From an optimization exercise on the open Yosys and OpenROAD flow, aimed at small area and a short achievable clock period; shortcuts taken in it are not production practice.
Where RTL was checked, it was by simulation tests only, not by an equivalence proof against the original.
The clock port is modelled as an ideal driver, which makes a skipped or thinned clock tree look cheaper than it is; a real chip needs a root buffer or a tree.

the baseline:
Design alu, start of the top module:
module alu #(parameter DATA_WIDTH = 32, OP = 3)
(
    input wire start,
    input wire clk,
    input wire reset_n,
    input wire [DATA_WIDTH - 1 : 0] A,
    input wire [DATA_WIDTH - 1 : 0] B,
    input wire [OP - 1 : 0] op,
    output wire [DATA_WIDTH - 1 : 0] result,
    output reg done
);
Size in the first run: ~150 flip-flops, roughly 100 I/O pins, roughly 0.018 sq mm of cells after synthesis.
Settings: LEC_CHECK=0, CAP_MARGIN=20, CORE_MARGIN=2, CORE_UTILIZATION=60, SETUP_SLACK_MARGIN=5, SLEW_MARGIN=20, SYNTH_HIERARCHICAL=1, SYNTH_MINIMUM_KEEP_SIZE=0; clock period 9.5 ns.
standard.sh (not shown) runs the stock make flow with config.mk's settings and CLKGATE_MAP_FILE= SYNTH_SCRIPT=/design/flow/synth_recipe.tcl, a recipe that flattens the netlist after the stock synthesis.
==> flow/flow/run.sh <==
#!/bin/bash
# The standard layout flow (standard.sh, ORFS with the standard flow's config), with two changes:
#  - the ports are buffered with buf_2 cells (ORFS would pick clkdlybuf4s50_1 delay cells);
#  - repair_timing aims at a setup slack margin of 5 ns.
export BUFFER_PORTS_ARGS="-buffer_cell sky130_fd_sc_hd__buf_2"
bash standard.sh SETUP_SLACK_MARGIN=5 finish > standard.log 2>&1
The inputs of the candidate differ from those of the baseline as listed below.
--- a/flow/flow/run.sh
+++ b/flow/flow/run.sh
@@ -2 +2,4 @@
-# The standard layout flow (standard.sh, ORFS with the standard flow's config), with two changes:
+# The standard layout flow (standard.sh: ORFS with the standard flow's config and standard synthesis),
+# with these changes:
+#  - after floorplan, combinational cells are set to drive strength 1 (downsize.tcl), so that
+#    the resizer, which sees the placement, chooses the sizes instead of synthesis;
@@ -3,0 +7 @@
+#  - clock tree synthesis: no dummy loads, other buffer list and sink clustering (CTS_ARGS);
@@ -4,0 +9 @@
+set -e
@@ -5,0 +11,3 @@
+export CTS_ARGS="-sink_clustering_enable -repair_clock_nets -dont_use_dummy_load -buf_list {sky130_fd_sc_hd__clkbuf_8 sky130_fd_sc_hd__clkbuf_16} -sink_clustering_size 50 -sink_clustering_max_diameter 300"
+bash standard.sh SETUP_SLACK_MARGIN=5 floorplan > standard_floorplan.log 2>&1
+ODB_IN=$(ls -d orfs/results/*/alu/base)/2_floorplan.odb openroad -no_splash -exit flow/downsize.tcl > downsize.log 2>&1
==> flow/flow/downsize.tcl (new file) <==
# Set every combinational cell that synthesis gave a larger drive strength back to its
# drive-1 version; placement's repair_design and repair_timing then size cells for the
# actual loads and wires. Registers and other sequential cells are left as they are.
read_db $::env(ODB_IN)
set db [ord::get_db]
set n 0
foreach inst [[ord::get_db_block] getInsts] {
  set m [$inst getMaster]
  set name [$m getName]
  if {[$m isSequential]} { continue }
  if {[regexp {^(sky130_fd_sc_hd__[a-z0-9]+)_([0-9]+)$} $name -> base size] && $size > 1} {
    if {[string match "*df*" $base] || [string match "*dl*" $base] || [string match "*clk*" $base]} { continue }
    set new [$db findMaster ${base}_1]
    if {$new ne "NULL"} {
      $inst swapMaster $new
      incr n
    }
  }
}
puts "downsized $n instances"
write_db $::env(ODB_IN)
--- a/flow/config.mk
+++ b/flow/config.mk
@@ -10 +10 @@
-export CORE_UTILIZATION = 60
+export CORE_UTILIZATION = 45
Notes after the runs:
- Against the baseline, the final cell area of the candidate is lower.
- Diff the baseline -> the candidate | cell area after placement | decrease of 5.3%
- The candidate vs the baseline: hold slack down
- Going from the baseline to the candidate, fmax grew slightly.
- The share of layout cells above drive strength 1 reported for the candidate is smaller than that of the baseline by 12 points.
- The candidate and the baseline ended up with roughly the same routability congestion estimate from global placement.
- Re global routing met1 resource utilization: the candidate is 14 points down on the baseline.


alu, a different RTL version from the one above (not shown whole).
For scale: ~1,800 cells after synthesis, about 150 flip-flops, roughly 100 I/O pins, ~18,000 um^2 of cells after synthesis.
Settings: LEC_CHECK=0, CAP_MARGIN=20, CORE_MARGIN=2, CORE_UTILIZATION=45, SETUP_SLACK_MARGIN=5, SLEW_MARGIN=20, SYNTH_HIERARCHICAL=1, SYNTH_MINIMUM_KEEP_SIZE=0; clock period 9.5 ns.
==> flow/flow/run.sh <==
#!/bin/bash
# The standard layout flow (standard.sh: ORFS with the standard flow's config and standard synthesis),
# with these changes:
#  - after floorplan, prep.tcl sets combinational cells to drive strength 1 (and gives
#    registers with a large fanout a stronger drive), so that the resizer, which sees the
#    placement, chooses the sizes;
#  - the ports are buffered with buf_2 cells (ORFS would pick clkdlybuf4s50_1 delay cells);
#  - the clock tree is two levels of clkbuf_16 buffers: 4 driven by the clock port, 8 leaf
#    buffers each at the centre of a group of registers (clock_tree.tcl, run by ORFS's cts
#    step in place of TritonCTS);
#  - repair_timing aims at a setup slack margin of 5.25 ns.
set -e
export BUFFER_PORTS_ARGS="-buffer_cell sky130_fd_sc_hd__buf_2"
export PRE_CTS_TCL=$(pwd)/flow/clock_tree.tcl
export CLK_GROUPS=8
export CLK_ROOTS=4
bash standard.sh SETUP_SLACK_MARGIN=5.25 floorplan > standard_floorplan.log 2>&1
ODB_IN=$(ls -d orfs/results/*/alu/base)/2_floorplan.odb FLOP_FANOUT=8 openroad -no_splash -exit flow/prep.tcl > prep.log 2>&1
bash standard.sh SETUP_SLACK_MARGIN=5.25 finish > standard.log 2>&1
==> flow/flow/prep.tcl <==
# Runs on the floorplan database, before placement:
#  1. every combinational cell that synthesis gave a larger drive strength is set back to
#     its drive-1 version; the resizer, which sees the placement, sizes cells afterwards;
#  2. registers whose output drives more than FLOP_FANOUT pins get the drive-4 version of
#     their cell (same cell type, larger drive strength).
read_db $::env(ODB_IN)
set db [ord::get_db]
set block [ord::get_db_block]
set n 0
set f 0
foreach inst [$block getInsts] {
  set m [$inst getMaster]
  set name [$m getName]
  if {[$m isSequential]} {
    if {[regexp {^(sky130_fd_sc_hd__dfxtp)_([0-9]+)$} $name -> base size]} {
      set q [$inst findITerm Q]
      set net [$q getNet]
      if {$net ne "NULL" && [llength [$net getITerms]] - 1 > $::env(FLOP_FANOUT)} {
        $inst swapMaster [$db findMaster ${base}_4]
        incr f
      }
    }
    continue
  }
  if {[regexp {^(sky130_fd_sc_hd__[a-z0-9]+)_([0-9]+)$} $name -> base size] && $size > 1} {
    if {[string match "*df*" $base] || [string match "*dl*" $base] || [string match "*clk*" $base]} { continue }
    set new [$db findMaster ${base}_1]
    if {$new ne "NULL"} { $inst swapMaster $new; incr n }
  }
}
puts "downsized $n instances, upsized $f registers"
write_db $::env(ODB_IN)
Other scripts of this flow, unchanged in this note and not shown: flow/flow/clock_tree.tcl
The baseline passed the timing, DRC and antenna checks.
Change:
--- a/flow/flow/run.sh
+++ b/flow/flow/run.sh
@@ -17,3 +17,3 @@
 bash standard.sh SETUP_SLACK_MARGIN=5.25 floorplan > standard_floorplan.log 2>&1
-ODB_IN=$(ls -d orfs/results/*/alu/base)/2_floorplan.odb FLOP_FANOUT=8 openroad -no_splash -exit flow/prep.tcl > prep.log 2>&1
+ODB_IN=$(ls -d orfs/results/*/alu/base)/2_floorplan.odb FLOP_FANOUT=4 openroad -no_splash -exit flow/prep.tcl > prep.log 2>&1
 bash standard.sh SETUP_SLACK_MARGIN=5.25 finish > standard.log 2>&1
Cell area stays flat.
Synthesized area stays the same.
Global-route usage increases by 0.21 points.
Die area does not change.
Wire length came out higher by 1.3%.
Worst hold slack got worse by 0.019 ns.
Via count hardly moves.
Change:
--- a/flow/flow/run.sh
+++ b/flow/flow/run.sh
@@ -10,3 +10,3 @@
 #    step in place of TritonCTS);
-#  - repair_timing aims at a setup slack margin of 5.25 ns.
+#  - repair_timing aims at a setup slack margin of 5.35 ns.
 set -e
@@ -16,4 +16,4 @@
 export CLK_ROOTS=4
-bash standard.sh SETUP_SLACK_MARGIN=5.25 floorplan > standard_floorplan.log 2>&1
-ODB_IN=$(ls -d orfs/results/*/alu/base)/2_floorplan.odb FLOP_FANOUT=4 openroad -no_splash -exit flow/prep.tcl > prep.log 2>&1
-bash standard.sh SETUP_SLACK_MARGIN=5.25 finish > standard.log 2>&1
+bash standard.sh SETUP_SLACK_MARGIN=5.35 floorplan > standard_floorplan.log 2>&1
+ODB_IN=$(ls -d orfs/results/*/alu/base)/2_floorplan.odb FLOP_FANOUT=6 LIB_FILE=$FLOW_HOME/platforms/sky130hd/lib/sky130_fd_sc_hd__tt_025C_1v80.lib openroad -no_splash -exit flow/prep.tcl > prep.log 2>&1
+bash standard.sh SETUP_SLACK_MARGIN=5.35 finish > standard.log 2>&1
--- a/flow/flow/prep.tcl
+++ b/flow/flow/prep.tcl
@@ -1,2 +1,3 @@
 # Runs on the floorplan database, before placement:
+#  0. synthesis buffers are removed;
 #  1. every combinational cell that synthesis gave a larger drive strength is set back to
@@ -6,2 +7,6 @@
 read_db $::env(ODB_IN)
+read_liberty $::env(LIB_FILE)
+# synthesis buffers go first (placement would remove them anyway), so that register
+# fanouts are counted as placement will see them
+remove_buffers
 set db [ord::get_db]
After rerunning: Clock skew stays flat; first-iteration DRC count went up by 1.7%; setup slack gains 0.031 ns; cell count barely changes.
Change:
--- a/flow/flow/run.sh
+++ b/flow/flow/run.sh
@@ -10,3 +10,3 @@
 #    step in place of TritonCTS);
-#  - repair_timing aims at a setup slack margin of 5.35 ns.
+#  - repair_timing aims at a setup slack margin of 5.25 ns.
 set -e
@@ -16,4 +16,4 @@
 export CLK_ROOTS=4
-bash standard.sh SETUP_SLACK_MARGIN=5.35 floorplan > standard_floorplan.log 2>&1
+bash standard.sh SETUP_SLACK_MARGIN=5.25 floorplan > standard_floorplan.log 2>&1
 ODB_IN=$(ls -d orfs/results/*/alu/base)/2_floorplan.odb FLOP_FANOUT=6 LIB_FILE=$FLOW_HOME/platforms/sky130hd/lib/sky130_fd_sc_hd__tt_025C_1v80.lib openroad -no_splash -exit flow/prep.tcl > prep.log 2>&1
-bash standard.sh SETUP_SLACK_MARGIN=5.35 finish > standard.log 2>&1
+bash standard.sh SETUP_SLACK_MARGIN=5.25 finish > standard.log 2>&1
Result: The new run completed with no timing, DRC or antenna violations; worst setup slack got worse by 0.060 ns; area after synthesis stays the same; via count goes down by a few percent; design area went down by a few percent; utilization is lower by 1.6 points; worst hold slack barely changes; critical path depth is higher by 1.
In every run of this note, the design's own scripts or RTL, not TritonCTS, make the clock network.


== ember ==
Another version of the RTL of alu (not shown whole).
Size in the first run: about 150 flip-flops, roughly 100 I/O pins, about 0.018 mm2 of cells after synthesis.
clock: 9.5 ns
lec_check: 0
cap_margin: 20
core_margin: 2
core_utilization: 45
cts_buf_list: sky130_fd_sc_hd__clkbuf_4 sky130_fd_sc_hd__clkbuf_8
setup_slack_margin: 5
slew_margin: 20
synth_hierarchical: 1
synth_minimum_keep_size: 0
==> flow/flow/run.sh <==
#!/bin/bash
# The standard layout flow (standard.sh: ORFS with the standard flow's config and standard synthesis),
# with these changes:
#  - after floorplan, prep.tcl sets combinational cells to drive strength 1 and changes the
#    full adders on the slowest paths to the faster fah_1 cell;
#  - the ports are buffered with buf_2 cells (ORFS would pick clkdlybuf4s50_1 delay cells);
#  - clock tree synthesis uses clkbuf_4 / clkbuf_8 and adds no dummy loads;
#  - repair_timing aims at a setup slack margin of 5.2 ns.
set -e
export BUFFER_PORTS_ARGS="-buffer_cell sky130_fd_sc_hd__buf_2"
export CTS_ARGS="-sink_clustering_enable -repair_clock_nets -dont_use_dummy_load -buf_list {sky130_fd_sc_hd__clkbuf_4 sky130_fd_sc_hd__clkbuf_8}"
bash standard.sh SETUP_SLACK_MARGIN=5.2 floorplan > standard_floorplan.log 2>&1
res=$(ls -d orfs/results/*/alu/base)
ODB_IN=$res/2_floorplan.odb SDC_IN=$res/2_floorplan.sdc \
  LIB_FILE=$FLOW_HOME/platforms/sky130hd/lib/sky130_fd_sc_hd__tt_025C_1v80.lib \
  FAH_WINDOW=0.3 FAH_ROUNDS=1 \
  openroad -no_splash -exit flow/prep.tcl > prep.log 2>&1
bash standard.sh SETUP_SLACK_MARGIN=5.2 finish > standard.log 2>&1
Other scripts of this flow, unchanged in this note and not shown: flow/flow/prep.tcl
ember reached the end of the flow, and the finished layout is clean on the timing, DRC and antenna checks.
Input changes introduced in cedar (baseline for comparison: ember):
==> flow/flow/run.sh <==
#!/bin/bash
# The standard layout flow (standard.sh: ORFS with the standard flow's config and standard synthesis),
# with these changes:
#  - after floorplan, prep.tcl sets combinational cells to drive strength 1 and changes the
#    full adders on the slowest paths to the faster fah_1 cell;
#  - the ports are buffered with buf_2 cells (ORFS would pick clkdlybuf4s50_1 delay cells);
#  - repair_timing aims at a setup slack margin of 5 ns.
set -e
export BUFFER_PORTS_ARGS="-buffer_cell sky130_fd_sc_hd__buf_2"
bash standard.sh SETUP_SLACK_MARGIN=5 floorplan > standard_floorplan.log 2>&1
res=$(ls -d orfs/results/*/alu/base)
ODB_IN=$res/2_floorplan.odb SDC_IN=$res/2_floorplan.sdc \
  LIB_FILE=$FLOW_HOME/platforms/sky130hd/lib/sky130_fd_sc_hd__tt_025C_1v80.lib \
  FAH_WINDOW=0.3 FAH_ROUNDS=1 \
  openroad -no_splash -exit flow/prep.tcl > prep.log 2>&1
bash standard.sh SETUP_SLACK_MARGIN=5 finish > standard.log 2>&1
Findings:
Comparing ember and cedar, the lower required time of the worst setup path was measured on ember.
Delta (cedar minus ember): number of cells on the critical path now larger; wire length shows a reduction of about 0.6%; wire length of the first global-routing pass saw a decrease.
Core utilization came out higher on cedar than on ember.
Via density per instance (lower): cedar
| parity-gate share of the synthesized area counting xor and xnor cells | cedar vs ember | ≈ equal |
Die area: ember vs cedar identical
No run of this note included a check of the RTL's function; only the layout flow was run.


alu with an RTL version that a note above also has.
Size in the first run: about 100 I/O pins.
// alu
module alu #(parameter DATA_WIDTH = 32, OP = 3)
(
    input wire start,
    input wire clk,
    input wire reset_n,
    input wire [DATA_WIDTH - 1 : 0] A,
    input wire [DATA_WIDTH - 1 : 0] B,
    input wire [OP - 1 : 0] op,
    output wire [DATA_WIDTH - 1 : 0] result,
    output reg done
);
  wire in_mul = (op == 3'b101);
  wire in_sub = (op == 3'b100) | (op == 3'b110);
  wire [32:0] bx = {B, 1'b0};
  reg [31:0] a_r;
  reg [2:0]  op_r;
  reg [15:0] bone_r, btwo_r, nneg_r;
  reg        done_reg;
  integer k;
  always @(posedge clk) begin
    a_r  <= A;
    op_r <= op;
    for (k = 0; k < 16; k = k + 1) begin
      bone_r[k] <= bx[2*k+1] ^ (in_mul ? bx[2*k] : in_sub);
      btwo_r[k] <= (bx[2*k+2] ^ bx[2*k+1]) & ~(bx[2*k+1] ^ bx[2*k]);
      nneg_r[k] <= ~(bx[2*k+2] ^ (in_sub & ~in_mul));
    end
  end
  always @(posedge clk or negedge reset_n) begin
    if (!reset_n) done_reg <= 1'b0;
    else          done_reg <= start && (op != 3'b011);
  end
  wire [31:0] bs;    
  genvar gb;
  generate for (gb = 0; gb < 16; gb = gb + 1) begin : brec
    assign bs[2*gb]   = bone_r[gb];
    assign bs[2*gb+1] = ~nneg_r[gb];
  end endgenerate
  wire is_and = (op_r == 3'b000);
  wire is_or  = (op_r == 3'b001);
  ...
Settings: LEC_CHECK=0, CAP_MARGIN=20, CORE_MARGIN=2, CORE_UTILIZATION=45, SETUP_SLACK_MARGIN=5, SLEW_MARGIN=20, SYNTH_HIERARCHICAL=1, SYNTH_MINIMUM_KEEP_SIZE=0; clock period 9.5 ns.
==> flow/flow/run.sh <==
#!/bin/bash
# The standard layout flow (standard.sh: ORFS with the standard flow's config and standard synthesis),
# with these changes:
#  - after floorplan, combinational cells are set to drive strength 1 (downsize.tcl), so that
#    the resizer, which sees the placement, chooses the sizes instead of synthesis;
#  - the ports are buffered with buf_2 cells (ORFS would pick clkdlybuf4s50_1 delay cells);
#  - clock tree synthesis uses clkbuf_4 / clkbuf_8 and adds no dummy loads;
#  - repair_timing aims at a setup slack margin of 5 ns.
set -e
export BUFFER_PORTS_ARGS="-buffer_cell sky130_fd_sc_hd__buf_2"
export CTS_ARGS="-sink_clustering_enable -repair_clock_nets -dont_use_dummy_load -buf_list {sky130_fd_sc_hd__clkbuf_4 sky130_fd_sc_hd__clkbuf_8}"
bash standard.sh SETUP_SLACK_MARGIN=5 floorplan > standard_floorplan.log 2>&1
ODB_IN=$(ls -d orfs/results/*/alu/base)/2_floorplan.odb openroad -no_splash -exit flow/downsize.tcl > downsize.log 2>&1
bash standard.sh SETUP_SLACK_MARGIN=5 finish > standard.log 2>&1
==> flow/flow/downsize.tcl <==
# Set every combinational cell that synthesis gave a larger drive strength back to its
# drive-1 version; placement's repair_design and repair_timing then size cells for the
# actual loads and wires. Registers and other sequential cells are left as they are.
read_db $::env(ODB_IN)
set db [ord::get_db]
set n 0
foreach inst [[ord::get_db_block] getInsts] {
  set m [$inst getMaster]
  set name [$m getName]
  if {[$m isSequential]} { continue }
  if {[regexp {^(sky130_fd_sc_hd__[a-z0-9]+)_([0-9]+)$} $name -> base size] && $size > 1} {
    if {[string match "*df*" $base] || [string match "*dl*" $base] || [string match "*clk*" $base]} { continue }
    set new [$db findMaster ${base}_1]
    if {$new ne "NULL"} {
      $inst swapMaster $new
      incr n
    }
  }
}
puts "downsized $n instances"
write_db $::env(ODB_IN)
Change:
==> flow/flow/run.sh (replaced) <==
#!/bin/bash
# The standard layout flow (standard.sh, ORFS with the standard flow's config), with three changes:
#  - after floorplan, combinational cells are set to drive strength 1 (downsize.tcl), so that
#    the resizer, which sees the placement, chooses the sizes instead of synthesis;
#  - the ports are buffered with buf_2 cells (ORFS would pick clkdlybuf4s50_1 delay cells);
#  - repair_timing aims at a setup slack margin of 5.3 ns.
set -e
export BUFFER_PORTS_ARGS="-buffer_cell sky130_fd_sc_hd__buf_2"
bash standard.sh SETUP_SLACK_MARGIN=5.3 floorplan > standard_floorplan.log 2>&1
ODB_IN=$(ls -d orfs/results/*/alu/base)/2_floorplan.odb openroad -no_splash -exit flow/downsize.tcl > downsize.log 2>&1
bash standard.sh SETUP_SLACK_MARGIN=5.3 finish > standard.log 2>&1
Clock-buffer cell count is higher by 1.
Global-route usage is lower by 0.14 points.
Critical path depth stays the same.
Core utilization is higher by 4.2 points.
Final cell count is higher by 2.7%.
First-iteration DRC count is higher by 7.5%.
Register-to-register slack gains 0.17 ns.
Wire length is higher by 4.3%.
Die area does not change.
Worst hold slack loses 0.015 ns.
Change:
==> flow/flow/run.sh (replaced) <==
#!/bin/bash
# The standard layout flow (standard.sh, ORFS with the standard flow's config), with two changes:
#  - the ports are buffered with buf_2 cells (ORFS would pick clkdlybuf4s50_1 delay cells);
#  - repair_timing aims at a setup slack margin of 5.25 ns.
export BUFFER_PORTS_ARGS="-buffer_cell sky130_fd_sc_hd__buf_2"
bash standard.sh SETUP_SLACK_MARGIN=5.25 finish > standard.log 2>&1
removed: flow/flow/downsize.tcl
Sequential share of layout area falls by 0.96 points.
Non-clock buffer count falls by 31.
Core utilization rises by 2.5 points.
Worst setup slack improved by 0.036 ns.
Worst hold slack improved by 0.018 ns.
Change:
==> flow/flow/run.sh (replaced) <==
#!/bin/bash
# The standard layout flow (standard.sh, ORFS with the standard flow's config), with three changes:
#  - after floorplan, combinational cells are set to drive strength 1 (downsize.tcl), so that
#    the resizer, which sees the placement, chooses the sizes instead of synthesis;
#  - the ports are buffered with buf_2 cells (ORFS would pick clkdlybuf4s50_1 delay cells);
#  - repair_timing aims at a setup slack margin of 5.15 ns.
set -e
export BUFFER_PORTS_ARGS="-buffer_cell sky130_fd_sc_hd__buf_2"
bash standard.sh SETUP_SLACK_MARGIN=5.15 floorplan > standard_floorplan.log 2>&1
ODB_IN=$(ls -d orfs/results/*/alu/base)/2_floorplan.odb openroad -no_splash -exit flow/downsize.tcl > downsize.log 2>&1
bash standard.sh SETUP_SLACK_MARGIN=5.15 finish > standard.log 2>&1
==> flow/flow/downsize.tcl (new file) <==
# Set every combinational cell that synthesis gave a larger drive strength back to its
# drive-1 version; placement's repair_design and repair_timing then size cells for the
# actual loads and wires. Registers and other sequential cells are left as they are.
read_db $::env(ODB_IN)
set db [ord::get_db]
set n 0
foreach inst [[ord::get_db_block] getInsts] {
  set m [$inst getMaster]
  set name [$m getName]
  if {[$m isSequential]} { continue }
  if {[regexp {^(sky130_fd_sc_hd__[a-z0-9]+)_([0-9]+)$} $name -> base size] && $size > 1} {
    if {[string match "*df*" $base] || [string match "*dl*" $base] || [string match "*clk*" $base]} { continue }
    set new [$db findMaster ${base}_1]
    if {$new ne "NULL"} {
      $inst swapMaster $new
      incr n
    }
  }
}
puts "downsized $n instances"
write_db $::env(ODB_IN)
- The changed run ran to the end with no violations
- worst setup slack loses 0.10 ns
- routed wire length falls by 2.9%
- synthesized cell count is unchanged

[afterwards: timing with drivers on the ports]
Ports are ideal in the flow. The routed layouts listed here were re-timed in OpenROAD. Step 1, drivers: a clkbuf_16 drives clk and a buf_2 each remaining input, both assumed. Step 2, shift: input delay + t, output delay - t, t = (earliest + latest rising clock arrival at the registers) / 2. This alone moves slack from input paths to output paths. a / b / c = no drivers / after step 1 / after step 2; a / b = the first two.
run	shift t [ns]	setup WS [ns]	worst setup path at the end	slew at the worst register clock pin (ns)	cell pins on the clock port's net
the baseline	0.491	5.096 / 5.044 / 5.098	register to register	0.07 / 0.07	1
the candidate	0.502	5.145 / 5.086 / 5.148	register to register	0.07 / 0.07	1
the first run of note 2	0.401	5.331 / 5.215 / 5.364	register to register	0.10 / 0.10	4
the second run of note 2	0.411	5.353 / 5.227 / 5.362	register to register	0.10 / 0.10	4
the third run of note 2	0.407	5.384 / 5.303 / 5.384	register to register	0.09 / 0.09	4
the fourth run of note 2	0.402	5.324 / 5.202 / 5.358	register to register	0.09 / 0.09	4
ember	0.571	5.319 / 5.267 / 5.353	register to register	0.10 / 0.10	1
cedar	0.579	5.069 / 5.069 / 5.069	register to register	0.11 / 0.11	1
the first run of note 4	0.534	5.109 / 5.058 / 5.205	register to register	0.09 / 0.09	1
the second run of note 4	0.494	5.267 / 5.213 / 5.383	register to register	0.08 / 0.08	1
the third run of note 4	0.481	5.303 / 5.252 / 5.314	register to register	0.08 / 0.08	1
the fourth run of note 4	0.505	5.199 / 5.145 / 5.270	register to register	0.07 / 0.07	1
After both steps setup and hold are still met in every run listed.
